Context: an optimization exercise on an open-source flow, tuned for small area and a short achievable clock period. The choices shown serve that exercise and are no tape-out recipe.
At most, simulation tests tie the RTL to the original design; equivalence was not proved.
For runs 4 and 5, only the layout was checked, not whether the RTL still works.
Power and IR drop assume default switching activity.

[flow/run.sh]
#!/bin/bash
# Own flow: the standard ORFS flow (standard.sh) with two changes:
#  - ports are buffered with sky130_fd_sc_hd__buf_1 (the resizer upsizes them where timing needs it)
#  - CTS uses clkbuf_4/clkbuf_8 and inserts no dummy loads
# Every tool's output goes to standard.log in the work folder (ORFS also keeps its own logs in orfs/logs).
set -euo pipefail
export BUFFER_PORTS_ARGS="-buffer_cell sky130_fd_sc_hd__buf_1"
export CTS_ARGS="-sink_clustering_enable -repair_clock_nets -dont_use_dummy_load -buf_list {sky130_fd_sc_hd__clkbuf_4 sky130_fd_sc_hd__clkbuf_8}"
bash standard.sh > standard.log 2>&1
[standard.sh]
#!/bin/bash
# synth_recipe.tcl (not shown) runs the flow's synth.tcl, then flattens the netlist and writes it again
# the make line also repeats each setting of config.mk as NAME=value (left out here)
make -C /OpenROAD-flow-scripts/flow DESIGN_CONFIG=/design/flow/config.mk WORK_HOME=/design/flow/orfs CLKGATE_MAP_FILE= SYNTH_SCRIPT=/design/flow/synth_recipe.tcl "${@:-finish}"
[config.mk]
export PLATFORM = sky130hd
export DESIGN_NAME = folding_2
export DESIGN_NICKNAME = folding_2
export VERILOG_FILES = /design/flow/design.v
export SDC_FILE = /design/flow/constraint.sdc
export NUM_CORES = 4
export LEC_CHECK = 0
export ABC_CLOCK_PERIOD_IN_PS = 3000
export CAP_MARGIN = 20
export CORE_MARGIN = 2
export CORE_UTILIZATION = 40
export CTS_BUF_LIST = sky130_fd_sc_hd__clkbuf_4 sky130_fd_sc_hd__clkbuf_8
export SETUP_SLACK_MARGIN = 5
export SLEW_MARGIN = 20
export SYNTH_HIERARCHICAL = 1
export SYNTH_MINIMUM_KEEP_SIZE = 0
[constraint.sdc]
create_clock -name core_clock -period 8.0 [get_ports {clk}]
set_input_delay 1.6000 -clock core_clock [delete_from_list [all_inputs] [get_ports {clk}]]
set_output_delay 1.6000 -clock core_clock [all_outputs]
set_load 0.01 [all_outputs]
[design.v]
module folding_2(Xn,Yn,a,b,clk,switch,rst);
input [15:0] Xn,a,b;
input clk,switch,rst;
output reg [15:0] Yn;
reg ph;                   
reg phn;                  
reg rq;                   
reg [7:0] bone, btwo, bneg;    
reg [15:0] yo;            
reg [15:0] h2, h3, h4;    
reg [15:0] asn, acn;      
reg [15:0] xrn;           
wire sh = phn | rq;       
genvar gk, gi;
wire [255:0] bpn;         
wire [7:0] negn = ~bneg;
wire [15:0] cn = rst ? 16'd0 : (switch ? b : a);    
wire [16:0] ce = {cn, 1'b0};
wire [7:0] eone, etwo, eneg;
generate for (gk = 0; gk < 8; gk = gk + 1) begin : g_bo
  assign eone[gk] = ce[2*gk+1] ^ ce[2*gk];
  assign etwo[gk] = (ce[2*gk+2] & ~ce[2*gk+1] & ~ce[2*gk]) | (~ce[2*gk+2] & ce[2*gk+1] & ce[2*gk]);
  assign eneg[gk] = ce[2*gk+2];
  bpp0 q0 (yo[0], bone[gk], bneg[gk], bpn[gk*16]);
  for (gi = 1; gi < 16 - 2*gk; gi = gi + 1) begin : g_bpi
    bpp q (yo[gi], yo[gi-1], bone[gk], btwo[gk], bneg[gk], bpn[gk*16 + gi]);
  end
end endgenerate
wire [15:0] asg = asn | {16{phn}};
wire [15:0] acg = acn | {16{phn}};
wire [15:0] tsn, tcn, ysum;
wire s1, k2;
wire s3, k4;
wire s5, k6;
wire s7, k8;
wire s9, k10;
wire s11, k12;
wire s13, k14;
wire s15, k16;
wire s17, k18;
wire s19, k20;
wire s21, k22;
wire s23, k24;
wire s25, k26;
wire s27, k28;
wire s29, k30;
wire s31, k32;
wire s33, k34;
wire s35, k36;
wire s37, k38;
wire s39, k40;
wire s41, k42;
wire s43, k44;
wire s45, k46;
wire s47, k48;
wire s49, k50;
wire s51, k52;
wire s53, k54;
wire s55, k56;
wire s57, k58;
wire s59, k60;
wire s61, k62;
wire s63, k64;
wire s65, k66;
wire s67, k68;
wire s69, k70;
wire s71, k72;
wire s73, k74;
wire s75, k76;
wire s77, k78;
wire s79, k80;
wire s81, k82;
wire s83, k84;
wire s85, k86;
wire s87, k88;
wire s89, k90;
wire s91, k92;
wire s93, k94;
wire s95, k96;
wire s97, k98;
wire s99, k100;
wire s101, k102;
wire s103, k104;
wire s105, k106;
wire s107, k108;
wire s109, k110;
wire s111, k112;
wire s113, k114;
wire s115, k116;
wire s117, k118;
wire s119, k120;
wire s121, k122;
wire s123, k124;
wire s125, k126;
wire s127, k128;
wire s129;
wire s130;
wire s131;
wire s132;
wire s133;
wire s134;
wire s135;
wire s136;
fa u0 (negn[0], asg[0], acg[0], s1, k2);
fa u1 (asg[1], acg[1], bpn[1], s3, k4);
fa u2 (negn[1], asg[2], acg[2], s5, k6);
fa u3 (bpn[2], bpn[16], s5, s7, k8);
fa u4 (asg[3], acg[3], bpn[3], s9, k10);
fa u5 (bpn[17], k6, s9, s11, k12);
fa u6 (negn[2], asg[4], acg[4], s13, k14);
fa u7 (bpn[4], bpn[18], bpn[32], s15, k16);
fa u8 (s13, k10, s15, s17, k18);
fa u9 (asg[5], acg[5], bpn[5], s19, k20);
fa u10 (bpn[19], bpn[33], k14, s21, k22);
fa u11 (k16, s19, s21, s23, k24);
fa u12 (negn[3], asg[6], acg[6], s25, k26);
fa u13 (bpn[6], bpn[20], bpn[34], s27, k28);
fa u14 (bpn[48], s25, k20, s29, k30);
fa u15 (s27, k22, s29, s31, k32);
fa u16 (asg[7], acg[7], bpn[7], s33, k34);
fa u17 (bpn[21], bpn[35], bpn[49], s35, k36);
fa u18 (k26, k28, s33, s37, k38);
fa u19 (s35, k30, s37, s39, k40);
fa u20 (negn[4], asg[8], acg[8], s41, k42);
fa u21 (bpn[8], bpn[22], bpn[36], s43, k44);
fa u22 (bpn[50], bpn[64], s41, s45, k46);
fa u23 (k34, k36, s43, s47, k48);
fa u24 (s45, k38, s47, s49, k50);
fa u25 (asg[9], acg[9], bpn[9], s51, k52);
fa u26 (bpn[23], bpn[37], bpn[51], s53, k54);
fa u27 (bpn[65], k42, k44, s55, k56);
fa u28 (s51, s53, k46, s57, k58);
fa u29 (k48, s55, s57, s59, k60);
fa u30 (negn[5], asg[10], acg[10], s61, k62);
fa u31 (bpn[10], bpn[24], bpn[38], s63, k64);
fa u32 (bpn[52], bpn[66], bpn[80], s65, k66);
fa u33 (s61, k52, k54, s67, k68);
fa u34 (s63, s65, k56, s69, k70);
fa u35 (s67, k58, s69, s71, k72);
fa u36 (asg[11], acg[11], bpn[11], s73, k74);
fa u37 (bpn[25], bpn[39], bpn[53], s75, k76);
fa u38 (bpn[67], bpn[81], k62, s77, k78);
fa u39 (k64, k66, s73, s79, k80);
fa u40 (s75, s77, k68, s81, k82);
fa u41 (s79, k70, s81, s83, k84);
fa u42 (negn[6], asg[12], acg[12], s85, k86);
fa u43 (bpn[12], bpn[26], bpn[40], s87, k88);
fa u44 (bpn[54], bpn[68], bpn[82], s89, k90);
fa u45 (bpn[96], s85, k74, s91, k92);
fa u46 (k76, s87, s89, s93, k94);
fa u47 (k78, k80, s91, s95, k96);
fa u48 (s93, k82, s95, s97, k98);
fa u49 (asg[13], acg[13], bpn[13], s99, k100);
fa u50 (bpn[27], bpn[41], bpn[55], s101, k102);
fa u51 (bpn[69], bpn[83], bpn[97], s103, k104);
fa u52 (k86, k88, k90, s105, k106);
fa u53 (s99, s101, s103, s107, k108);
fa u54 (k92, k94, s105, s109, k110);
fa u55 (s107, k96, s109, s111, k112);
fa u56 (negn[7], asg[14], acg[14], s113, k114);
fa u57 (bpn[14], bpn[28], bpn[42], s115, k116);
fa u58 (bpn[56], bpn[70], bpn[84], s117, k118);
fa u59 (bpn[98], bpn[112], s113, s119, k120);
fa u60 (k100, k102, k104, s121, k122);
fa u61 (s115, s117, s119, s123, k124);
fa u62 (k106, k108, s121, s125, k126);
fa u63 (s123, k110, s125, s127, k128);
fa u64 (asg[15], acg[15], bpn[15], s129, );
fa u65 (bpn[29], bpn[43], bpn[57], s130, );
fa u66 (bpn[71], bpn[85], bpn[99], s131, );
fa u67 (bpn[113], k114, k116, s132, );
fa u68 (k118, s129, s130, s133, );
fa u69 (s131, k120, k122, s134, );
fa u70 (s132, s133, k124, s135, );
fa u71 (k126, s134, s135, s136, );
assign tsn = {k128, k112, k98, k84, k72, k60, k50, k40, k32, k24, k18, k12, k8, k4, k2, bpn[0]};
assign tcn = {s136, s127, s111, s97, s83, s71, s59, s49, s39, s31, s23, s17, s11, s7, s3, s1};
cpa u_cpa (asn, acn, xrn, ysum);
always @(posedge clk) begin
  ph <= ~switch;
  phn <= switch;
  rq <= rst;
  bone <= eone;
  btwo <= etwo;
  bneg <= eneg;
  yo <= sh ? h2 : h4;
  asn <= tsn;
  acn <= tcn;
  xrn <= ~Xn;
  if (sh) begin
    Yn <= (rst | rq) ? 16'd0 : ysum;
    h2 <= Yn;
    h3 <= h2;
    h4 <= h3;
  end
end
endmodule
module fa (a, b, c, s, co);
input a, b, c;
output s, co;
assign s = a ^ b ^ c;
assign co = (a & b) | (a & c) | (b & c);
endmodule
module bpp (y1, y0, one, two, neg, pn);
input y1, y0, one, two, neg;
output pn;
assign pn = ~(((y1 & one) | (y0 & two)) ^ neg);
endmodule
module bpp0 (y1, one, neg, pn);
input y1, one, neg;
output pn;
assign pn = ~((y1 & one) ^ neg);
endmodule
module cpa (sn, cn, xn, y);
input [15:0] sn, cn, xn;
output [15:0] y;
wire [15:0] rs, rc;
fa v0 (sn[0], cn[0], xn[0], rs[0], rc[0]);
fa v1 (sn[1], cn[1], xn[1], rs[1], rc[1]);
fa v2 (sn[2], cn[2], xn[2], rs[2], rc[2]);
fa v3 (sn[3], cn[3], xn[3], rs[3], rc[3]);
fa v4 (sn[4], cn[4], xn[4], rs[4], rc[4]);
fa v5 (sn[5], cn[5], xn[5], rs[5], rc[5]);
fa v6 (sn[6], cn[6], xn[6], rs[6], rc[6]);
fa v7 (sn[7], cn[7], xn[7], rs[7], rc[7]);
fa v8 (sn[8], cn[8], xn[8], rs[8], rc[8]);
fa v9 (sn[9], cn[9], xn[9], rs[9], rc[9]);
fa v10 (sn[10], cn[10], xn[10], rs[10], rc[10]);
fa v11 (sn[11], cn[11], xn[11], rs[11], rc[11]);
fa v12 (sn[12], cn[12], xn[12], rs[12], rc[12]);
fa v13 (sn[13], cn[13], xn[13], rs[13], rc[13]);
fa v14 (sn[14], cn[14], xn[14], rs[14], rc[14]);
fa v15 (sn[15], cn[15], xn[15], rs[15], );
assign rc[15] = 1'b1;
wire p0 = rs[0] ^ 1'b1;
wire k0 = rs[0] | 1'b1;
wire p1 = rs[1] ^ rc[0];
wire k1 = rs[1] & rc[0];
wire p2 = rs[2] ^ rc[1];
wire k2 = rs[2] & rc[1];
wire p3 = rs[3] ^ rc[2];
wire k3 = rs[3] & rc[2];
wire p4 = rs[4] ^ rc[3];
wire k4 = rs[4] & rc[3];
wire p5 = rs[5] ^ rc[4];
wire k5 = rs[5] & rc[4];
wire p6 = rs[6] ^ rc[5];
wire k6 = rs[6] & rc[5];
wire p7 = rs[7] ^ rc[6];
wire k7 = rs[7] & rc[6];
wire p8 = rs[8] ^ rc[7];
wire k8 = rs[8] & rc[7];
wire p9 = rs[9] ^ rc[8];
wire k9 = rs[9] & rc[8];
wire p10 = rs[10] ^ rc[9];
wire k10 = rs[10] & rc[9];
wire p11 = rs[11] ^ rc[10];
wire k11 = rs[11] & rc[10];
wire p12 = rs[12] ^ rc[11];
wire k12 = rs[12] & rc[11];
wire p13 = rs[13] ^ rc[12];
wire k13 = rs[13] & rc[12];
wire p14 = rs[14] ^ rc[13];
wire k14 = rs[14] & rc[13];
wire p15 = rs[15] ^ rc[14];
wire k15 = rs[15] & rc[14];
wire K0_1 = k1 | (p1 & k0);
wire K0_3 = k3 | (p3 & k2);
wire P0_3 = p3 & p2;
wire K0_5 = k5 | (p5 & k4);
wire P0_5 = p5 & p4;
wire K0_7 = k7 | (p7 & k6);
wire P0_7 = p7 & p6;
wire K0_9 = k9 | (p9 & k8);
wire P0_9 = p9 & p8;
wire K0_11 = k11 | (p11 & k10);
wire P0_11 = p11 & p10;
wire K0_13 = k13 | (p13 & k12);
wire P0_13 = p13 & p12;
wire K0_15 = k15 | (p15 & k14);
wire P0_15 = p15 & p14;
wire K1_2 = k2 | (p2 & K0_1);
wire K1_3 = K0_3 | (P0_3 & K0_1);
wire K1_6 = k6 | (p6 & K0_5);
wire P1_6 = p6 & P0_5;
wire K1_7 = K0_7 | (P0_7 & K0_5);
wire P1_7 = P0_7 & P0_5;
wire K1_10 = k10 | (p10 & K0_9);
wire P1_10 = p10 & P0_9;
wire K1_11 = K0_11 | (P0_11 & K0_9);
wire P1_11 = P0_11 & P0_9;
wire K1_14 = k14 | (p14 & K0_13);
wire P1_14 = p14 & P0_13;
wire K1_15 = K0_15 | (P0_15 & K0_13);
wire P1_15 = P0_15 & P0_13;
wire K2_4 = k4 | (p4 & K1_3);
wire K2_5 = K0_5 | (P0_5 & K1_3);
wire K2_6 = K1_6 | (P1_6 & K1_3);
wire K2_7 = K1_7 | (P1_7 & K1_3);
wire K2_12 = k12 | (p12 & K1_11);
wire P2_12 = p12 & P1_11;
wire K2_13 = K0_13 | (P0_13 & K1_11);
wire P2_13 = P0_13 & P1_11;
wire K2_14 = K1_14 | (P1_14 & K1_11);
wire P2_14 = P1_14 & P1_11;
wire K2_15 = K1_15 | (P1_15 & K1_11);
wire P2_15 = P1_15 & P1_11;
wire K3_8 = k8 | (p8 & K2_7);
wire K3_9 = K0_9 | (P0_9 & K2_7);
wire K3_10 = K1_10 | (P1_10 & K2_7);
wire K3_11 = K1_11 | (P1_11 & K2_7);
wire K3_12 = K2_12 | (P2_12 & K2_7);
wire K3_13 = K2_13 | (P2_13 & K2_7);
wire K3_14 = K2_14 | (P2_14 & K2_7);
wire K3_15 = K2_15 | (P2_15 & K2_7);
assign y = ~({p15, p14, p13, p12, p11, p10, p9, p8, p7, p6, p5, p4, p3, p2, p1, p0} ^ {K3_14, K3_13, K3_12, K3_11, K3_10, K3_9, K3_8, K2_7, K2_6, K2_5, K2_4, K1_3, K1_2, K0_1, k0, 1'b1});
endmodule
==> results of run 1 <==
registers in the layout, summed over array words and instances, names as in the netlist:
name  cells
btwo      8
h4       16
xrn      16
asn      16
h3       16
acn      16
yo       16
h2       16
bone      8
phn       1
rq        1
Yn       16
bneg      8
per-stage QoR:
step | util, % | instances | area (sq um) | total power, mW | hold WS [ps]
6_report | 44.4 | 1003 | 9650 | 3.68 | 392
3_3_place_gp | 43.1 | 986 | 9370 | 3.19 | 406
2_1_floorplan | - | 649 | 8820 | 2.77 | 400
5_1_grt | 44.4 | 1003 | 9650 | 4.04 | 403
3_5_place_dp | 43.1 | 986 | 9370 | 3.28 | 406
4_1_cts | 44.3 | 1003 | 9630 | 3.73 | 390
cell type report:
cell class | instances | area (sq um) | area share [%]
clock buffer | 17 | 234 | 2.42
inverter | 37 | 139 | 1.44
multi-input combinational | 446 | 4880 | 50.6
sequential | 154 | 3770 | 39.0
tap | 280 | 350 | 3.63
timing repair buffer | 69 | 279 | 2.89
worst paths after layout:
kind | from | to | slack (ps) | cells past startpoint
hold / removal | h3[15]$_DFFE_PN_ | h4[15]$_DFFE_PN_ | 390 | 0
hold reg to reg | h3[15]$_DFFE_PN_ | h4[15]$_DFFE_PN_ | 390 | 0
setup / recovery | phn$_DFF_P_ | acn[15]$_DFF_P_ | 4840 | 7
setup reg to reg | phn$_DFF_P_ | acn[15]$_DFF_P_ | 4840 | 7
logic make-up (layout without fill, tap and decap cells):
logic type	after synthesis	in the layout	synth area share [%]
compound gates	98	98	12.0
buf+inv	49	123	2.37
simple gates	117	117	7.30
mux	39	39	4.73
fa+ha+maj	105	105	22.7
flops	154	154	42.3
xor+xnor	87	87	8.65
synth_stat cells (all sizes together) (3+ instances only):
library cell   n  area [sq um]
nand2         11          41.3
a21oi         13          65.1
edfxtp        64          1920
mux2i         21           214
and2          22           138
inv           37           139
xor2          83           727
clkbuf         5          18.8
a311oi         3          32.5
a22oi         64           801
a32oi          5          43.8
xnor2          4          35.0
dfxtp         90          1800
fa            91          1820
nor2          30           128
ha            14           175
or2           34           213
buf            7          51.3
mux2          18           203
o21a           3          22.5
nor3           9          45.0
per-module statistics from Yosys, one instance, submodules excluded:
module | flops+latches | cells inside | times used | cell area (sq um)
fa | 0 | 1 | 88 | 20.0
bpp | 0 | 2 | 64 | 21.3
folding_2 | 154 | 337 | 1 | 4940
bpp0 | 0 | 2 | 8 | 12.5
cpa | 0 | 80 | 1 | 653
routing by layer:
metal	track usage, %	up-vias	routed length, um
li1	-	2372	-
met1	22.8	2514	8690
met2	23.4	100	7800
met3	3.47	9	738
met4	3.70	0	125
met5	0	-	0
timing repair:
| action | in CTS | in global routing |
|---|---|---|
| setup endpoints to repair | 11 | 6 |
| gates resized for setup | 22 | 10 |
| endpoints found under the hold margin | 0 | 0 |
| gates cloned | 0 | 0 |
critical path, delay by kind of cell, from the launching register on:
kind                       cells  cell delay (ps)
adders and majority gates      5             2220
DFF                            1              320
and+or+nand+nor                1              320
buffers and inverters          1              160
power groups by stage:
stage | logic [mW] | registers [mW] | clock network, mW
after floorplan | 1.46 | 1.32 | 0
after global placement | 1.81 | 1.38 | 0
after detailed placement | 1.90 | 1.39 | 0
after CTS | 1.91 | 1.38 | 0.450
after global routing | 2.14 | 1.41 | 0.479
final | 1.87 | 1.38 | 0.435
==> run_results.csv, run 1 <==
group,metric,value,unit
clock_tree,cts_setup_buffers,0,
timing,skew,40.1,ps
power,power.density,381,nW/um^2
yosys,syn_area,8810,sq um
worst_setup_path,slowest_stage,"fa_1",
worst_setup_path,endpoint_kind,"flip-flop",
floorplanning,die_w,152,um
clock_tree,cts_tree,"built",
worst_setup_path,worstPathCellList,"buf_8 > or2_2 > fa_1 > fa_1 > fa_2 > fa_1 > fa_1",
finish,fin_nets,881,
clock_tree,clockRootBuffer,"clkbuf_8",
timing,clock.fmax,316,MHz
yosys,avgSynthCellArea,13.6,sq um
place,gp_congestion,0.841,
routing,avgRoutedWirePerCell,17.3,um
power,seqPwrFrac,37.5,%
clock_tree,clk_path_buf_depth,2,
clock_tree,cts_hold_buf,0,
power,ir_drop,0.000151,V
floorplanning,start_util,40.5,%
floorplanning,die_height,152,um
routing,drc,0,
routing,dr.pass1.iters,6,
power,internal-power,2.22,mW
timing,relSlewSlack,34.4,%
run,cap_violations,0,
timing,hold_viol_final,0,
timing,setup_violations,0,
timing,post-route-period-util,39.5,%
global_route,grt_max_degree,38,
floorplanning,die_area,23200,sq um
finish,drive_above_1_share,24.6,%
worst_setup_path,crit_top_cell,"fa_1",
routing,vias,4995,
finish,final_common_cell,"fa_1",
global_route,grt_pass1_vias,5314,
power,clkPwrFrac,11.8,%
place,portBuffers,66,
power,leakagePower,3.46,nW
outcome,status,"timing/DRC/antenna clean",
timing,maxSlewViolCount,0,
global_route,grt_pass1_wl,28400,um
finish,antenna_cells,0,
yosys,ys_ff_latch,154,
floorplanning,core,21800,sq um
clock_tree,cts.sinks,154,
worst_setup_path,worstPathArrival,3470,ps
clock_tree,clock_latency,460,ps
worst_setup_path,critPathKind,"reg -> reg",
yosys,ys_types,43,
timing,rsz0062_at_grt,"yes",
routing,drt-initial-drc-count,194,
yosys,synthArstFlopShare,0,%
clock_tree,cts.clk_slew.worst_paths,100,ps
global_route,grt_use_total,15.5,%
floorplanning,io_pins,67,
worst_hold_path,hp-class,"reg -> reg",
clock_tree,cts_made_buffers,17,
floorplanning,rows,54,
timing,tightest_slew,983,ps
routing,drt.antenna.violating_nets,0,
worst_setup_path,required,8310,ps
worst_setup_path,max_stage_delay,530,ps
yosys,syn-num-nets,805,
place,dpl_worst_slack,4690,ps
routing,wl,17400,um
routing,vias_per_cell,4.98,
timing,setup-tns-final,0,ps
timing,period_needed,3160,ps
finish,nFillCells,2019,
clock_tree,h-tree-depth,4,
global_route,grt_overflow,0,
place,dp_hpwl,13400,um
yosys,synth-main-ff-cell,"dfxtp_1",
yosys,synthCells,649,
yosys,synth_edf_count,64,
power,p_sw_share,39.7,%
global_route,antenna_found_initial,0,
yosys,yosys_warnings,7,
power,p_sw,1.46,mW
worst_setup_path,critPathMaxFanout,33,
power,power_frac_comb,50.7,%
finish,layout_common_cells,"fa_1 (90), xor2_1 (83), buf_1 (65)",
timing,fin_ws,4840,ps
worst_setup_path,startpoint_type,"flip-flop",
finish,area_growth,9.54,%
yosys,ys_seq_area_share,42.3,%
==> run 2, diff against run 1 <==
==> run.sh (new file) <==
#!/bin/bash
# synth_recipe.tcl (not shown) runs the flow's synth.tcl, then flattens the netlist and writes it again
# the make line also repeats each setting of config.mk as NAME=value (left out here)
make -C /OpenROAD-flow-scripts/flow DESIGN_CONFIG=/design/flow/config.mk WORK_HOME=/design/flow/orfs CLKGATE_MAP_FILE= SYNTH_SCRIPT=/design/flow/synth_recipe.tcl finish
removed: flow/run.sh
removed: standard.sh
==> run 2 against run 1 <==
- via count increased by 1.6%
- sequential cell count unchanged
- routed wire length increased by 0.10%
- largest cell class unchanged
- highest routed layer unchanged
==> run_results.csv, run 2 <==
group,metric,value,unit
worst_setup_path,worstPathCellList,"buf_12 > or2_2 > fa_1 > fa_1 > fa_2 > fa_1 > fa_1",
routing,vias,5074,
floorplanning,core,21800,sq um
worst_setup_path,crit_top_cell,"fa_1",
finish,fin_nets,883,
clock_tree,clk_path_buf_depth,2,
timing,post-route-period-util,39.8,%
yosys,yosysTopAreaCell,"edfxtp_1",
finish,drive_above_1_share,26.1,%
routing,drt-initial-drc-count,204,
timing,tightest_slew,907,ps
global_route,grt_use_total,15.9,%
floorplanning,die_height,152,um
global_route,grt_overflow,0,
clock_tree,clockRootBuffer,"clkbuf_8",
timing,hold_viol_final,0,
timing,fin_hold_ws,422,ps
timing,period_needed,3180,ps
timing,skew,11.4,ps
clock_tree,cts_tree,"built",
yosys,syn_area,8810,sq um
clock_tree,cts_setup_buffers,0,
worst_setup_path,critPathMaxFanout,33,
yosys,ys_ff_latch,154,
yosys,ys_types,43,
floorplanning,rows,54,
finish,area_growth,17.3,%
timing,setup_violations,0,
worst_setup_path,required,8330,ps
worst_hold_path,hp-class,"reg -> reg",
worst_setup_path,worstPathArrival,3510,ps
outcome,status,"timing/DRC/antenna clean",
routing,wl,17400,um
floorplanning,die_w,152,um
timing,clock.fmax,314,MHz
global_route,antenna_found_initial,0,
worst_setup_path,endpoint_kind,"flip-flop",
yosys,yosys_warnings,7,
clock_tree,cts.sinks,154,
routing,drt.antenna.violating_nets,0,
clock_tree,clock_latency,450,ps
routing,vias_per_cell,4.97,
power,power.density,382,nW/um^2
yosys,synth_commonest_cells,"fa_1 (91), dfxtp_1 (90), xor2_1 (83), a22oi_2 (64), edfxtp_1 (64)",
place,dp_hpwl,13100,um
global_route,grt_pass1_wl,29200,um
clock_tree,cts.clk_slew.worst_paths,90,ps
yosys,synthCells,649,
yosys,synth-main-ff-cell,"dfxtp_1",
timing,maxSlewViolCount,0,
yosys,synth_area_leaders,"edfxtp_1 (22%), fa_1 (21%), dfxtp_1 (20%)",
clock_tree,h-tree-depth,4,
worst_setup_path,max_stage_delay,530,ps
run,cap_violations,0,
timing,rsz0062_at_grt,"yes",
yosys,synthArstFlopShare,0,%
finish,layout_common_cells,"fa_1 (90), xor2_1 (83), dfxtp_1 (66)",
floorplanning,start_util,40.5,%
power,leakagePower,3.90,nW
floorplanning,io_pins,67,
timing,relSlewSlack,39.4,%
worst_setup_path,worstPathBufferInverterCount,1,
routing,avgRoutedWirePerCell,17.0,um
timing,setup-tns-final,0,ps
global_route,grt_max_degree,34,
yosys,synth_edf_count,64,
routing,drc,0,
place,gp_congestion,0.800,
finish,final_common_cell,"fa_1",
power,ir_drop,0.000148,V
finish,antenna_cells,0,
clock_tree,cts_made_buffers,17,
floorplanning,die_area,23200,sq um
worst_setup_path,critPathKind,"reg -> reg",
worst_setup_path,startpoint_type,"flip-flop",
yosys,avgSynthCellArea,13.6,sq um
yosys,syn-num-nets,805,
worst_setup_path,slowest_stage,"fa_1",
worst_setup_path,critPathTopFamily,"adder cells",
clock_tree,cts_hold_buf,0,
yosys,ys_seq_area_share,42.3,%
global_route,grt_pass1_vias,5467,
yosys,synth_top_area_share,21.8,%
yosys,yosys.cell_count.top_type,"fa_1",
routing,dr.pass1.iters,4,
place,portBuffers,66,
[run 2: through the flow]
| stage | power (mW) | utilization, % | worst slack, ps | instances | area [sq um] |
|---|---|---|---|---|---|
| after global routing | 4.35 | 47.5 | 4730 | 1020 | 10300 |
| after detailed placement | 3.33 | 45.0 | 4700 | 988 | 9790 |
| after global placement | 3.25 | 45.0 | 4760 | 988 | 9790 |
| final | 3.95 | 47.5 | 4820 | 1020 | 10300 |
| after CTS | 4.00 | 47.2 | 4820 | 1020 | 10300 |
| after floorplan | 2.77 | - | 4930 | 649 | 8820 |
[run 2: repair_timing]
| item | CTS | global route |
|---|---|---|
| pin swaps | 0 | 2 |
| hold endpoints to repair | 0 | 0 |
| gates resized for setup | 24 | 25 |
| endpoints found under the setup margin | 12 | 17 |
[run 2: cell type report]
type	instances	area, sq um
Inverter	37	139
Fill cell	1943	11400
Clock inverter	10	168
Tap cell	280	350
Sequential cell	154	3780
Timing Repair Buffer	71	739
Multi-Input combinational cell	446	4890
Clock buffer	22	272
[run 2: worst paths after layout]
kind                            cells after the start  slack [ps]              end             from
worst max register to register                      7        4820  acn[15]$_DFF_P_      phn$_DFF_P_
worst min-delay path                                0         420  h4[4]$_DFFE_PN_  h3[4]$_DFFE_PN_
worst max-delay path                                7        4820  acn[15]$_DFF_P_      phn$_DFF_P_
worst min register to register                      0         420  h4[4]$_DFFE_PN_  h3[4]$_DFFE_PN_
[run 2: where the power goes]
| part | internal [mW] | switching, mW | leakage (nW) |
|---|---|---|---|
| combinational | 0.979 | 0.950 | 2.24 |
| sequential | 1.12 | 0.262 | 1.45 |
| clock | 0.359 | 0.285 | 0.211 |
[run 2: Yosys stat by module, one instance, submodules excluded]
module     times used  area, sq um  cells  flops+latches
fa                 88         20.0      1              0
cpa                 1          653     80              0
bpp                64         21.3      2              0
folding_2           1         4940    337            154
bpp0                8         12.5      2              0
[run 2: cells by family after synthesis]
| group | count (synthesis) | share of synthesized area, % |
|---|---|---|
| and+or+nand+nor | 117 | 7.30 |
| xor gates and xnor gates | 87 | 8.65 |
| adders and majority gates | 105 | 22.7 |
| buffers and inverters | 49 | 2.37 |
| AOI/OAI and AO/OA | 98 | 12.0 |
| DFF | 154 | 42.3 |
| muxes | 39 | 4.73 |
[run 2: metal layers]
| metal | GRT usage [%] | share of wire, % |
|---|---|---|
| met1 | 23.3 | 49 |
| met2 | 24.2 | 46 |
| met3 | 2.73 | 3.5 |
| met4 | 5.07 | 1.6 |
| met5 | 0 | 0 |
==> run 3, diff against run 2 <==
--- a/config.mk
+++ b/config.mk
@@ -6,4 +6,5 @@
 export NUM_CORES = 4
 export LEC_CHECK = 0
+export ABC_AREA = 1
 export ABC_CLOCK_PERIOD_IN_PS = 3000
 export CAP_MARGIN = 20
==> run 3 against run 2 <==
- synthesized cell count increased by 79%
- largest power group unchanged
- first-iteration DRC count increased by 110%
- design area increased by 5.3%
- critical path type unchanged
- routed wire length increased by 21%
- die area increased by 7.1%
- total power decreased by 5.0%
- highest routed layer unchanged
- synthesized area increased by 7.3%
- global-route usage increased by 2.3 points
- still clean on timing, DRC and antenna
- maximum frequency increased by 5.6%
- clock power decreased by 16%
- sequential power decreased by 7%
==> run_results.csv, run 3 <==
group,metric,value,unit
timing,hold_viol_final,0,
timing,maxSlewViolCount,0,
global_route,grt_pass1_wl,34700,um
clock_tree,cts.clk_slew.worst_paths,90,ps
floorplanning,start_util,40.5,%
yosys,yosys_warnings,7,
place,placedCellCount,1538,
place,portBuffers,66,
global_route,grt_use_total,18.2,%
floorplanning,io_pins,67,
place,dpl_worst_slack,4230,ps
finish,fin_cells,1573,
clock_tree,cts_hold_buf,0,
finish,antenna_cells,0,
finish,final_util,46.6,%
routing,met2_wirelength,10300,um
yosys,synth-main-ff-cell,"dfxtp_1",
power,ir_drop,0.000173,V
timing,skew,16.3,ps
finish,fin_nets,1397,
worst_setup_path,startpoint_type,"flip-flop",
run,cap_violations,0,
worst_hold_path,holdPathEnd,"h4[1]$_DFFE_PN_",
routing,vias,7177,
finish,multiInputGateArea,5010,sq um
yosys,yosys.cell_count.top_type,"nand2_1",
worst_setup_path,endpoint_kind,"flip-flop",
timing,setup-tns-final,0,ps
finish,drive_above_1_share,8.93,%
timing,rsz0062_at_grt,"yes",
global_route,antenna_found_initial,0,
yosys,ys_ff_latch,154,
yosys,synthMuxAreaShare,0,%
yosys,ys_types,25,
floorplanning,core,23300,sq um
worst_setup_path,critPathMaxFanout,3,
routing,drc,0,
yosys,synth_top_family_by_area,"simple AND/OR/NAND/NOR gates",
yosys,yosysTopAreaCell,"nand2_1",
routing,avgRoutedWirePerCell,13.3,um
routing,wl,21000,um
clock_tree,clockRootBuffer,"clkbuf_8",
yosys,yosys.area_share.xor_xnor,0.463,%
worst_hold_path,hold_depth,0,
place,dp_hpwl,15200,um
routing,drt.antenna.violating_nets,0,
outcome,status,"timing/DRC/antenna clean",
yosys,syn-num-nets,1318,
worst_setup_path,rrSetupSlack,4990,ps
clock_tree,cts_made_buffers,17,
yosys,ys_seq_area_share,39.4,%
routing,top_layer,"met4",
yosys,synth_edf_count,64,
timing,tightest_slew,821,ps
timing,clock.fmax,332,MHz
place,gp_congestion,0.787,
finish,layout_common_cells,"nand2_1 (526), inv_1 (160), nand3_1 (94)",
finish,final_common_cell,"nand2_1",
finish,nFillCells,2344,
worst_setup_path,r2r-start,"phn$_DFF_P_",
yosys,synthCells,1162,
yosys,synthArstFlopShare,0,%
finish,area_growth,15.2,%
worst_hold_path,holdCritStartpoint,"h3[1]$_DFFE_PN_",
yosys,avgSynthCellArea,8.13,sq um
timing,post-route-period-util,37.6,%
power,leakagePower,5.28,nW
yosys,synth_compound_gate_area_share,0.463,%
routing,met3_length,812,um
floorplanning,rows,56,
yosys,synth_top_area_share,20.9,%
clock_tree,cts.sinks,154,
worst_setup_path,r2r_end,"acn[15]$_DFF_P_",
worst_setup_path,worstPathArrival,3370,ps
floorplanning,die_w,158,um
timing,relSlewSlack,45.3,%
yosys,synth_commonest_cells,"nand2_1 (526), inv_1 (160), nand3_1 (94), fa_1 (91), dfxtp_1 (90)",
global_route,grt_pass1_vias,6949,
worst_setup_path,required,8360,ps
timing,fin_hold_ws,421,ps
worst_hold_path,hp-class,"reg -> reg",
global_route,grt_overflow,0,
worst_setup_path,reg2reg_depth,6,
routing,drt-initial-drc-count,438,
finish,stdcell_area,10900,sq um
floorplanning,die_area,24900,sq um
power,power.density,345,nW/um^2
power,total_power,3.76,mW
worst_setup_path,critPathKind,"reg -> reg",
routing,wl_met1,9590,um
place,place_area,10500,sq um
clock_tree,clock_latency,480,ps
clock_tree,h-tree-depth,4,
routing,vias_per_cell,4.56,
yosys,synth_fa_ha_area_share,21.1,%
yosys,synth_area_leaders,"nand2_1 (21%), edfxtp_1 (20%), fa_1 (19%)",
routing,dr.pass1.iters,5,
worst_setup_path,setup.worst_path.start,"phn$_DFF_P_",
timing,period_needed,3010,ps
floorplanning,die_height,158,um
global_route,grt_max_degree,71,
clock_tree,clk_path_buf_depth,2,
timing,fin_ws,4990,ps
yosys,yosys.area_share.simple,31.0,%
clock_tree,cts_tree,"built",
yosys,syn_area,9450,sq um
finish,regArea,3770,sq um
timing,setup_violations,0,
run 3: changes by cell type after synthesis, sizes merged, moves of 22 or more:
cell and change:
inv +126, and2 -22, nand3 +92, a22oi -64, xor2 -79, nand2 +525
run 3: routing by layer:
metal  vias up  track usage, %
met5         -               0
met1      3356            24.4
met3        21            3.48
met2       112            30.4
li1       3688               -
met4         0            4.63
run 3: worst max-delay path: stages (launching register included):
cell and delay [ps]:
dfxtp_4 370, or2_2 310, fa_1 520, fa_1 430
fa_2 350, fa_1 500, fa_1 410
run 3: layout make-up:
type,instances,share of cell area [%]
clock buffers,17,2.15
clock inverters,15,1.06
inverters,164,5.67
multi-input cells,829,46.1
flip-flops and latches,154,34.6
well taps,319,3.67
repair buffers,75,6.81
run 3: where the power goes:
group / total, mW / internal (mW) / leakage, nW / switching, mW
clock: 0.543 / 0.218 / 0.165 / 0.324
sequential: 1.29 / 1.10 / 1.45 / 0.198
combinational: 1.92 / 0.830 / 3.67 / 1.09
total: 3.76 / 2.14 / 5.28 / 1.61
run 3: worst max-delay path by stage:
stage,endpoint,slack [ps]
after CTS,acn[15]$_DFF_P_,4950
after detailed placement,bone[1]$_DFF_P_,4230
after global placement,bone[1]$_DFF_P_,4270
final,acn[15]$_DFF_P_,4990
after floorplan,acn[15]$_DFF_P_,4930
after global routing,acn[15]$_DFF_P_,4900
run 3: timing repair:
item                       in CTS  in global routing
setup buffers                   3                  0
gates resized for setup        25                 24
pin swaps                       0                  0
setup endpoints to repair      39                 13
run 3: cells by family after synthesis:
family / count (synthesis)
adders and majority gates: 105
DFF: 154
xor gates and xnor gates: 5
and+or+nand+nor: 711
AOI/OAI and AO/OA: 8
buffers and inverters: 179
run 3: Yosys stat by module, one instance, submodules excluded:
module	flops+latches	cell area, sq um	cells inside
folding_2	154	5040	458
bpp	0	27.5	7
fa	0	20.0	1
bpp0	0	20.0	5
cpa	0	724	128
==> run 4, diff against run 3 <==
--- a/design.v
+++ b/design.v
@@ -6,5 +6,5 @@
 reg phn;                  
 reg rq;                   
-reg [7:0] bone, btwo, bneg;    
+reg [15:0] c;             
 reg [15:0] yo;            
 reg [15:0] h2, h3, h4;    
@@ -13,13 +13,12 @@
 wire sh = phn | rq;       
 genvar gk, gi;
+wire [16:0] ce = {c, 1'b0};
+wire [7:0] bone, btwo, bneg;
 wire [255:0] bpn;         
 wire [7:0] negn = ~bneg;
-wire [15:0] cn = rst ? 16'd0 : (switch ? b : a);    
-wire [16:0] ce = {cn, 1'b0};
-wire [7:0] eone, etwo, eneg;
 generate for (gk = 0; gk < 8; gk = gk + 1) begin : g_bo
-  assign eone[gk] = ce[2*gk+1] ^ ce[2*gk];
-  assign etwo[gk] = (ce[2*gk+2] & ~ce[2*gk+1] & ~ce[2*gk]) | (~ce[2*gk+2] & ce[2*gk+1] & ce[2*gk]);
-  assign eneg[gk] = ce[2*gk+2];
+  assign bone[gk] = ce[2*gk+1] ^ ce[2*gk];
+  assign btwo[gk] = (ce[2*gk+2] & ~ce[2*gk+1] & ~ce[2*gk]) | (~ce[2*gk+2] & ce[2*gk+1] & ce[2*gk]);
+  assign bneg[gk] = ce[2*gk+2];
   bpp0 q0 (yo[0], bone[gk], bneg[gk], bpn[gk*16]);
   for (gi = 1; gi < 16 - 2*gk; gi = gi + 1) begin : g_bpi
@@ -181,7 +180,5 @@
   phn <= switch;
   rq <= rst;
-  bone <= eone;
-  btwo <= etwo;
-  bneg <= eneg;
+  c <= rst ? 16'd0 : (switch ? b : a);
   yo <= sh ? h2 : h4;
   asn <= tsn;
@@ -233,85 +230,85 @@
 fa v15 (sn[15], cn[15], xn[15], rs[15], );
 assign rc[15] = 1'b1;
+wire g0 = ~(rs[0] | 1'b1);
 wire p0 = rs[0] ^ 1'b1;
-wire k0 = rs[0] | 1'b1;
+wire g1 = ~(rs[1] | rc[0]);
 wire p1 = rs[1] ^ rc[0];
-wire k1 = rs[1] & rc[0];
+wire g2 = ~(rs[2] | rc[1]);
 wire p2 = rs[2] ^ rc[1];
-wire k2 = rs[2] & rc[1];
+wire g3 = ~(rs[3] | rc[2]);
 wire p3 = rs[3] ^ rc[2];
-wire k3 = rs[3] & rc[2];
+wire g4 = ~(rs[4] | rc[3]);
 wire p4 = rs[4] ^ rc[3];
-wire k4 = rs[4] & rc[3];
+wire g5 = ~(rs[5] | rc[4]);
 wire p5 = rs[5] ^ rc[4];
-wire k5 = rs[5] & rc[4];
+wire g6 = ~(rs[6] | rc[5]);
 wire p6 = rs[6] ^ rc[5];
-wire k6 = rs[6] & rc[5];
+wire g7 = ~(rs[7] | rc[6]);
 wire p7 = rs[7] ^ rc[6];
-wire k7 = rs[7] & rc[6];
+wire g8 = ~(rs[8] | rc[7]);
 wire p8 = rs[8] ^ rc[7];
-wire k8 = rs[8] & rc[7];
+wire g9 = ~(rs[9] | rc[8]);
 wire p9 = rs[9] ^ rc[8];
-wire k9 = rs[9] & rc[8];
+wire g10 = ~(rs[10] | rc[9]);
 wire p10 = rs[10] ^ rc[9];
-wire k10 = rs[10] & rc[9];
+wire g11 = ~(rs[11] | rc[10]);
 wire p11 = rs[11] ^ rc[10];
-wire k11 = rs[11] & rc[10];
+wire g12 = ~(rs[12] | rc[11]);
 wire p12 = rs[12] ^ rc[11];
-wire k12 = rs[12] & rc[11];
+wire g13 = ~(rs[13] | rc[12]);
 wire p13 = rs[13] ^ rc[12];
-wire k13 = rs[13] & rc[12];
+wire g14 = ~(rs[14] | rc[13]);
 wire p14 = rs[14] ^ rc[13];
-wire k14 = rs[14] & rc[13];
+wire g15 = ~(rs[15] | rc[14]);
 wire p15 = rs[15] ^ rc[14];
-wire k15 = rs[15] & rc[14];
-wire K0_1 = k1 | (p1 & k0);
-wire K0_3 = k3 | (p3 & k2);
+wire G0_1 = g1 | (p1 & g0);
+wire G0_3 = g3 | (p3 & g2);
 wire P0_3 = p3 & p2;
-wire K0_5 = k5 | (p5 & k4);
+wire G0_5 = g5 | (p5 & g4);
 wire P0_5 = p5 & p4;
-wire K0_7 = k7 | (p7 & k6);
+wire G0_7 = g7 | (p7 & g6);
 wire P0_7 = p7 & p6;
-wire K0_9 = k9 | (p9 & k8);
+wire G0_9 = g9 | (p9 & g8);
 wire P0_9 = p9 & p8;
-wire K0_11 = k11 | (p11 & k10);
+wire G0_11 = g11 | (p11 & g10);
 wire P0_11 = p11 & p10;
-wire K0_13 = k13 | (p13 & k12);
+wire G0_13 = g13 | (p13 & g12);
 wire P0_13 = p13 & p12;
-wire K0_15 = k15 | (p15 & k14);
+wire G0_15 = g15 | (p15 & g14);
 wire P0_15 = p15 & p14;
-wire K1_2 = k2 | (p2 & K0_1);
-wire K1_3 = K0_3 | (P0_3 & K0_1);
-wire K1_6 = k6 | (p6 & K0_5);
+wire G1_2 = g2 | (p2 & G0_1);
+wire G1_3 = G0_3 | (P0_3 & G0_1);
+wire G1_6 = g6 | (p6 & G0_5);
 wire P1_6 = p6 & P0_5;
-wire K1_7 = K0_7 | (P0_7 & K0_5);
+wire G1_7 = G0_7 | (P0_7 & G0_5);
 wire P1_7 = P0_7 & P0_5;
-wire K1_10 = k10 | (p10 & K0_9);
+wire G1_10 = g10 | (p10 & G0_9);
 wire P1_10 = p10 & P0_9;
-wire K1_11 = K0_11 | (P0_11 & K0_9);
+wire G1_11 = G0_11 | (P0_11 & G0_9);
 wire P1_11 = P0_11 & P0_9;
-wire K1_14 = k14 | (p14 & K0_13);
+wire G1_14 = g14 | (p14 & G0_13);
 wire P1_14 = p14 & P0_13;
-wire K1_15 = K0_15 | (P0_15 & K0_13);
+wire G1_15 = G0_15 | (P0_15 & G0_13);
 wire P1_15 = P0_15 & P0_13;
-wire K2_4 = k4 | (p4 & K1_3);
-wire K2_5 = K0_5 | (P0_5 & K1_3);
-wire K2_6 = K1_6 | (P1_6 & K1_3);
-wire K2_7 = K1_7 | (P1_7 & K1_3);
-wire K2_12 = k12 | (p12 & K1_11);
+wire G2_4 = g4 | (p4 & G1_3);
+wire G2_5 = G0_5 | (P0_5 & G1_3);
+wire G2_6 = G1_6 | (P1_6 & G1_3);
+wire G2_7 = G1_7 | (P1_7 & G1_3);
+wire G2_12 = g12 | (p12 & G1_11);
 wire P2_12 = p12 & P1_11;
-wire K2_13 = K0_13 | (P0_13 & K1_11);
+wire G2_13 = G0_13 | (P0_13 & G1_11);
 wire P2_13 = P0_13 & P1_11;
-wire K2_14 = K1_14 | (P1_14 & K1_11);
+wire G2_14 = G1_14 | (P1_14 & G1_11);
 wire P2_14 = P1_14 & P1_11;
-wire K2_15 = K1_15 | (P1_15 & K1_11);
+wire G2_15 = G1_15 | (P1_15 & G1_11);
 wire P2_15 = P1_15 & P1_11;
-wire K3_8 = k8 | (p8 & K2_7);
-wire K3_9 = K0_9 | (P0_9 & K2_7);
-wire K3_10 = K1_10 | (P1_10 & K2_7);
-wire K3_11 = K1_11 | (P1_11 & K2_7);
-wire K3_12 = K2_12 | (P2_12 & K2_7);
-wire K3_13 = K2_13 | (P2_13 & K2_7);
-wire K3_14 = K2_14 | (P2_14 & K2_7);
-wire K3_15 = K2_15 | (P2_15 & K2_7);
-assign y = ~({p15, p14, p13, p12, p11, p10, p9, p8, p7, p6, p5, p4, p3, p2, p1, p0} ^ {K3_14, K3_13, K3_12, K3_11, K3_10, K3_9, K3_8, K2_7, K2_6, K2_5, K2_4, K1_3, K1_2, K0_1, k0, 1'b1});
+wire G3_8 = g8 | (p8 & G2_7);
+wire G3_9 = G0_9 | (P0_9 & G2_7);
+wire G3_10 = G1_10 | (P1_10 & G2_7);
+wire G3_11 = G1_11 | (P1_11 & G2_7);
+wire G3_12 = G2_12 | (P2_12 & G2_7);
+wire G3_13 = G2_13 | (P2_13 & G2_7);
+wire G3_14 = G2_14 | (P2_14 & G2_7);
+wire G3_15 = G2_15 | (P2_15 & G2_7);
+assign y = {p15, p14, p13, p12, p11, p10, p9, p8, p7, p6, p5, p4, p3, p2, p1, p0} ^ {G3_14, G3_13, G3_12, G3_11, G3_10, G3_9, G3_8, G2_7, G2_6, G2_5, G2_4, G1_3, G1_2, G0_1, g0, 1'b0};
 endmodule
--- a/config.mk
+++ b/config.mk
@@ -6,10 +6,8 @@
 export NUM_CORES = 4
 export LEC_CHECK = 0
-export ABC_AREA = 1
 export ABC_CLOCK_PERIOD_IN_PS = 3000
 export CAP_MARGIN = 20
 export CORE_MARGIN = 2
 export CORE_UTILIZATION = 40
-export CTS_BUF_LIST = sky130_fd_sc_hd__clkbuf_4 sky130_fd_sc_hd__clkbuf_8
 export SETUP_SLACK_MARGIN = 5
 export SLEW_MARGIN = 20
==> run 4 against run 3 <==
- still clean on timing, DRC and antenna
- via count down 27%
- synthesized area down 9.0%
- critical path depth up 3
- clock power up 43%
- largest cell class unchanged
- largest power group unchanged
- highest routed layer unchanged
==> run_results.csv, run 4 <==
group,metric,value,unit
outcome,status,"timing/DRC/antenna clean",
clock_tree,h-tree-depth,4,
floorplanning,die_w,151,um
yosys,syn-num-nets,800,
floorplanning,core,21100,sq um
run,cap_violations,0,
clock_tree,clock_latency,430,ps
routing,vias,5252,
worst_setup_path,worstPathArrival,3470,ps
finish,nFillCells,1747,
routing,vias_per_cell,4.89,
clock_tree,cts_made_buffers,17,
clock_tree,cts_tree,"built",
finish,antenna_cells,0,
timing,hold_viol_final,0,
timing,tightest_slew,997,ps
power,power.density,380,nW/um^2
worst_setup_path,endpoint_kind,"flip-flop",
yosys,synth_area_leaders,"edfxtp_1 (22%), fa_1 (21%), dfxtp_1 (19%)",
worst_setup_path,critPathKind,"reg -> reg",
yosys,synth_top_area_share,22.3,%
place,portBuffers,66,
routing,dr.pass1.iters,4,
global_route,grt_use_total,17.8,%
routing,drt.antenna.violating_nets,0,
routing,wl,18900,um
yosys,yosysTopAreaCell,"edfxtp_1",
worst_hold_path,holdPathEnd,"h4[13]$_DFFE_PP_",
yosys,yosys.cell_count.top_type,"fa_1",
floorplanning,die_area,22700,sq um
timing,skew,8.87,ps
yosys,synth-main-ff-cell,"dfxtp_1",
worst_hold_path,hp-class,"reg -> reg",
finish,multiInputGateArea,5150,sq um
clock_tree,clockRootBuffer,"clkbuf_16",
yosys,ys_ff_latch,146,
worst_setup_path,slowest_stage,"fa_1",
yosys,ys_types,42,
timing,rsz0062_at_grt,"yes",
finish,fin_nets,942,
worst_setup_path,reg2reg_depth,9,
worst_setup_path,r2r-start,"c[5]$_SDFF_PP0_",
worst_setup_path,worstPathCellList,"buf_12 > xor2_4 > buf_6 > a22oi_2 > xor2_2 > fa_2 > fa_1 > fa_1 > fa_2",
timing,relSlewSlack,33.3,%
clock_tree,cts.sinks,146,
timing,maxSlewViolCount,0,
global_route,grt_pass1_wl,30100,um
yosys,yosys_warnings,7,
power,leakagePower,4.28,nW
routing,avgRoutedWirePerCell,17.6,um
yosys,ys_seq_area_share,41.4,%
worst_setup_path,critPathTopFamily,"adder cells",
finish,area_growth,30.8,%
worst_hold_path,hold_depth,0,
floorplanning,die_height,151,um
global_route,grt_max_degree,65,
timing,clock.fmax,316,MHz
worst_setup_path,required,8310,ps
timing,setup_violations,0,
floorplanning,rows,53,
floorplanning,io_pins,67,
worst_setup_path,rrSetupSlack,4830,ps
timing,period_needed,3170,ps
yosys,avgSynthCellArea,13.4,sq um
worst_setup_path,max_stage_delay,540,ps
global_route,grt_pass1_vias,5631,
yosys,synth_commonest_cells,"fa_1 (91), dfxtp_1 (82), xor2_1 (82), a22oi_2 (64), edfxtp_1 (64)",
clock_tree,cts.clk_slew.worst_paths,70,ps
finish,regArea,3610,sq um
worst_setup_path,worstPathBufferInverterCount,2,
floorplanning,start_util,40.8,%
finish,drive_above_1_share,37.8,%
worst_setup_path,startpoint_type,"flip-flop",
yosys,syn_area,8600,sq um
timing,setup-tns-final,0,ps
worst_setup_path,critPathMaxFanout,7,
routing,drt-initial-drc-count,179,
power,total_power,4.28,mW
worst_hold_path,holdCritStartpoint,"h3[13]$_DFFE_PP_",
yosys,synthCells,644,
yosys,synth_edf_count,64,
place,dp_hpwl,13300,um
timing,post-route-period-util,39.6,%
global_route,antenna_found_initial,0,
worst_setup_path,r2r_end,"acn[14]$_DFF_P_",
place,gp_congestion,0.884,
clock_tree,cts_hold_buf,0,
routing,drc,0,
clock_tree,clk_path_buf_depth,2,
finish,layout_common_cells,"xor2_1 (68), fa_1 (68), clkdlybuf4s50_1 (66)",
yosys,synthArstFlopShare,0,%
power,ir_drop,0.000196,V
global_route,grt_overflow,0,
==> run 4: cell types whose count changed after synthesis, moves of 16 or more <==
| cell | delta |
|---|---|
| nand2_1 | -508 |
| inv_1 | -98 |
| nand3_1 | -93 |
| xor2_1 | +78 |
| a22oi_2 | +64 |
| nor2_1 | -18 |
| and2_1 | +17 |
| mux2i_1 | +16 |
==> run 4: stage by stage <==
stage / area (sq um) / hold WS (ps) / setup WS, ps / cells / utilization (%)
floorplan: 8800 / 400 / 4760 / 644 / -
global route: 11300 / 427 / 4770 / 1074 / 53.4
CTS: 11100 / 421 / 4850 / 1063 / 52.5
global placement: 9760 / 403 / 4560 / 978 / 46.3
finish: 11300 / 422 / 4830 / 1074 / 53.4
detailed placement: 9760 / 405 / 4500 / 978 / 46.3
==> run 4: per-module statistics from Yosys (local to each module, per instance) <==
module / flip-flops and latches / times used
folding_2: 146 / 1
cpa: 0 / 1
fa: 0 / 88
bpp: 0 / 64
bpp0: 0 / 8
==> run 4: kinds of logic (layout without fill, tap and decap cells) <==
family,count (synthesis),in the layout,synth area share [%]
flops,146,146,41.4
fa+ha+maj,105,105,23.2
simple gates,104,104,6.57
compound gates,96,96,11.9
xor+xnor,88,88,8.96
buf+inv,73,228,3.58
mux,32,32,4.35
==> run 4: layout make-up <==
| class | count | share of cell area [%] |
|---|---|---|
| clock inverters | 15 | 1.31 |
| repair buffers | 134 | 11.9 |
| multi-input cells | 425 | 45.8 |
| well taps | 275 | 3.06 |
| clock buffers | 17 | 3.78 |
| inverters | 62 | 2.07 |
| flip-flops and latches | 146 | 32.1 |
==> run 4: report_power, final <==
group	switching (mW)	leakage, nW	internal [mW]
registers	0.234	1.38	1.07
logic	1.08	2.63	1.12
clock network	0.340	0.269	0.436
total	1.65	4.28	2.63
==> run 4: worst register-to-register path, stage by stage, from the launching register on <==
cell and delay (ps):
dfxtp_4 400, buf_12 110, xor2_4 270, buf_6 150, a22oi_2 80, xor2_2 190
fa_2 420, fa_1 470, fa_1 540, fa_2 430
==> run 4: timing repair <==
item	4_1_cts	5_1_grt
setup buffers	53	11
endpoints found under the setup margin	17	14
gates resized for setup	49	26
pin swaps	34	15
==> run 4: metal layers <==
| layer | global-route usage, % | wire length, um | vias up |
|---|---|---|---|
| met5 | 0 | 0 | - |
| met4 | 7.80 | 519 | 0 |
| met3 | 3.27 | 561 | 32 |
| met2 | 29.5 | 9520 | 104 |
| met1 | 22.9 | 8350 | 2669 |
| li1 | - | - | 2447 |
==> run 4: how the worst max path moves through the flow <==
| stage | from | endpoint | depth (start not counted) |
|---|---|---|---|
| final | c[5]$_SDFF_PP0_ | acn[14]$_DFF_P_ | 9 |
| after detailed placement | c[3]$_SDFF_PP0_ | acn[15]$_DFF_P_ | 8 |
| after floorplan | c[3]$_SDFF_PP0_ | acn[15]$_DFF_P_ | 8 |
| after CTS | c[1]$_SDFF_PP0_ | acn[14]$_DFF_P_ | 10 |
| after global routing | c[5]$_SDFF_PP0_ | acn[15]$_DFF_P_ | 8 |
| after global placement | c[3]$_SDFF_PP0_ | acn[13]$_DFF_P_ | 8 |
==> run 5, diff against run 4 <==
--- a/config.mk
+++ b/config.mk
@@ -10,5 +10,4 @@
 export CORE_MARGIN = 2
 export CORE_UTILIZATION = 40
-export SETUP_SLACK_MARGIN = 5
 export SLEW_MARGIN = 20
 export SYNTH_HIERARCHICAL = 1
==> run 5 against run 4 <==
- worst hold slack got worse by 4.1 ps
- design area fell by 9.4%
- critical endpoint is now acn[15]$_DFF_P_
- clock skew rose by 1.4 ps
- maximum frequency fell by 25%
- synthesized cell count did not move
- via count fell by 5.5%
==> run_results.csv, run 5 <==
group,metric,value,unit
clock_tree,clockRootBuffer,"clkbuf_16",
global_route,grt_pass1_vias,5424,
worst_setup_path,setup.worst_path.start,"c[5]$_SDFF_PP0_",
floorplanning,die_height,151,um
power,power.density,397,nW/um^2
clock_tree,ctsResizeCount,0,
floorplanning,io_pins,67,
global_route,grt_use_met1,21.7,%
run,cap_violations,0,
yosys,synthCells,644,
clock_tree,cts.clk_slew.worst_paths,60,ps
clock_tree,cts_made_buffers,17,
worst_setup_path,reg2reg_depth,7,
floorplanning,core,21100,sq um
clock_tree,h-tree-depth,4,
finish,nFillCells,1886,
yosys,synth_edf_count,64,
finish,fin_nets,882,
worst_setup_path,critPathMaxFanout,18,
power,clkPwrFrac,19.9,%
place,place_area,9610,sq um
clock_tree,cts_hold_buf,0,
routing,wl,17700,um
yosys,synth_commonest_cells,"fa_1 (91), dfxtp_1 (82), xor2_1 (82), a22oi_2 (64), edfxtp_1 (64)",
timing,post-route-period-util,52.8,%
global_route,use_met3,3.61,%
finish,area_growth,18.6,%
finish,layout_common_cells,"fa_1 (91), xor2_1 (81), dfxtp_1 (81)",
power,leakagePower,3.89,nW
place,portBuffers,66,
global_route,grt_pass1_wl,28700,um
floorplanning,die_w,151,um
global_route,antenna_found_initial,0,
worst_setup_path,r2r-start,"c[5]$_SDFF_PP0_",
timing,relSlewSlack,34.1,%
timing,rsz0062_at_grt,"no",
timing,clock.fmax,237,MHz
global_route,grt_most_used_layer,"met2",
yosys,synth-main-ff-cell,"dfxtp_1",
timing,hold_viol_final,0,
worst_setup_path,required,8300,ps
finish,regArea,3560,sq um
routing,vias,4963,
worst_setup_path,critPathCapture,"acn[15]$_DFF_P_",
place,dp_hpwl,13000,um
floorplanning,start_util,40.8,%
yosys,synthArstFlopShare,0,%
floorplanning,die_area,22700,sq um
clock_tree,clock_latency,430,ps
routing,drt-initial-drc-count,175,
yosys,ys_ff_latch,146,
yosys,ys_seq_area_share,41.4,%
timing,tightest_slew,989,ps
routing,vias_per_cell,4.89,
worst_setup_path,endpoint_kind,"flip-flop",
power,power_frac_comb,47.9,%
yosys,yosysTopAreaCell,"edfxtp_1",
clock_tree,cts_setup_buffers,0,
yosys,syn_area,8600,sq um
yosys,synth_top_area_share,22.3,%
worst_setup_path,r2r_end,"acn[15]$_DFF_P_",
outcome,status,"timing/DRC/antenna clean",
finish,drive_above_1_share,21.8,%
timing,maxSlewViolCount,0,
routing,drc,0,
clock_tree,clk_path_buf_depth,2,
routing,avgRoutedWirePerCell,17.4,um
worst_setup_path,startpoint_type,"flip-flop",
worst_setup_path,rrSetupSlack,3770,ps
power,p_sw,1.56,mW
timing,setup-tns-final,0,ps
place,gp_congestion,0.843,
global_route,use_met2,27.9,%
global_route,grt_overflow,0,
worst_setup_path,worstPathArrival,4530,ps
yosys,yosys_warnings,7,
yosys,avgSynthCellArea,13.4,sq um
power,ir_drop,0.000150,V
floorplanning,rows,53,
worst_setup_path,critPathKind,"reg -> reg",
yosys,yosys.cell_count.top_type,"fa_1",
power,internal-power,2.49,mW
finish,stdcell_area,10200,sq um
power,seqPwrFrac,32.1,%
clock_tree,cts_tree,"built",
finish,final_common_cell,"fa_1",
timing,skew,10.3,ps
finish,antenna_cells,0,
worst_hold_path,hp-class,"reg -> reg",
power,p_sw_share,38.5,%
yosys,ys_types,42,
timing,setup_violations,0,
finish,multiInputGateArea,4750,sq um
global_route,grt_max_degree,65,
clock_tree,cts.sinks,146,
timing,period_needed,4230,ps
yosys,synth_area_leaders,"edfxtp_1 (22%), fa_1 (21%), dfxtp_1 (19%)",
routing,dr.pass1.iters,4,
global_route,grt_use_total,16.7,%
routing,drt.antenna.violating_nets,0,
yosys,syn-num-nets,800,
-- run 5: cell counts after synthesis --
Identical to the previous run, type by type.
-- run 5: cell families (layout without fill, tap and decap cells) --
logic type	after synthesis	count (layout)	synth area share [%]
adders and majority gates	105	105	23.2
buffers and inverters	73	168	3.58
xor gates and xnor gates	88	88	8.96
DFF	146	146	41.4
AOI/OAI and AO/OA	96	96	11.9
and+or+nand+nor	104	104	6.57
muxes	32	32	4.35
-- run 5: per-module statistics from Yosys, one instance, submodules excluded --
module     cells  flops+latches  area [sq um]  times used
bpp            2              0          21.3          64
cpa          105              0           724           1
bpp0           2              0          12.5           8
fa             1              0          20.0          88
folding_2    307            146          4660           1
-- run 5: per-stage QoR --
step	std cells	total power [mW]	setup WS (ps)	util, %	hold slack, ps
after floorplan	644	2.70	3780	-	400
after global placement	982	3.18	3660	45.5	405
after detailed placement	982	3.26	3750	45.6	410
after CTS	1014	4.11	3740	48.4	420
after global routing	1014	4.40	3570	48.4	435
final	1014	4.05	3770	48.4	418
-- run 5: routing by layer --
layer  share of wire, %  vias up
met5                  0        -
met4                1.6        0
met3                3.0       24
met2                 51       79
met1                 45     2530
li1                   -     2330
-- run 5: worst max-delay path: stages, from the launching register on --
cell and delay, ps:
dfxtp_1 910, xor2_1 830, a22oi_2 180, xor2_1 220
fa_1 490, fa_1 510, fa_1 540, fa_1 420
-- run 5: power groups by stage --
stage | registers (mW) | clock network [mW] | logic [mW]
floorplan | 1.26 | 0 | 1.43
global placement | 1.31 | 0 | 1.87
detailed placement | 1.32 | 0 | 1.94
CTS | 1.31 | 0.831 | 1.97
global route | 1.34 | 0.860 | 2.21
finish | 1.30 | 0.808 | 1.94
-- run 5: worst min-delay path by stage --
stage / start / to / cells past startpoint / slack, ps
after floorplan: h3[0]$_DFFE_PP_ / h4[0]$_DFFE_PP_ / 0 / 400
after global placement: h3[1]$_DFFE_PP_ / h4[1]$_DFFE_PP_ / 0 / 410
after detailed placement: h3[13]$_DFFE_PP_ / h4[13]$_DFFE_PP_ / 0 / 410
after CTS: h3[14]$_DFFE_PP_ / h4[14]$_DFFE_PP_ / 0 / 420
after global routing: h3[14]$_DFFE_PP_ / h4[14]$_DFFE_PP_ / 0 / 430
final: h3[14]$_DFFE_PP_ / h4[14]$_DFFE_PP_ / 0 / 420
-- run 5: layout make-up --
type / count / share of cell area (%)
tap: 275 / 3.37
multi-input combinational: 425 / 46.5
clock buffer: 17 / 4.17
inverter: 62 / 2.28
sequential: 146 / 34.9
clock inverter: 15 / 1.66
timing repair buffer: 74 / 7.06

[what the ideal ports hide]
No port has a modelled driver above. Below, the same layouts with a new extraction and two added sets of constraints. Step 1: set_driving_cell puts a clkbuf_16 on clk and a buf_2 on each other input, an assumption about the parent block. Step 2 moves the port delays by t, midway between the first and last clock arrival at a register: inputs arrive t later, outputs are due t later. That takes back most of the time a late clock gives input paths. Slacks: ideal ports / drivers / drivers and shift; pairs: ideal ports / drivers.
run	shift t [ns]	setup WS [ns]	worst setup path at the end	clock arrival spread, ns
run 1	0.480	4.840 / 4.840 / 4.840	register to register	0.040 / 0.040
run 2	0.479	4.820 / 4.820 / 4.693	input to register	0.013 / 0.012
run 3	0.513	4.988 / 4.988 / 4.872	input to register	0.019 / 0.018
run 4	0.473	4.834 / 4.834 / 4.737	input to register	0.009 / 0.009
run 5	0.474	3.773 / 3.773 / 3.773	register to register	0.011 / 0.012
After both steps setup and hold are still met in every run listed. The setup slack of run 2, which loses most, moves by 0.000 ns with the drivers and by -0.127 ns with both steps.
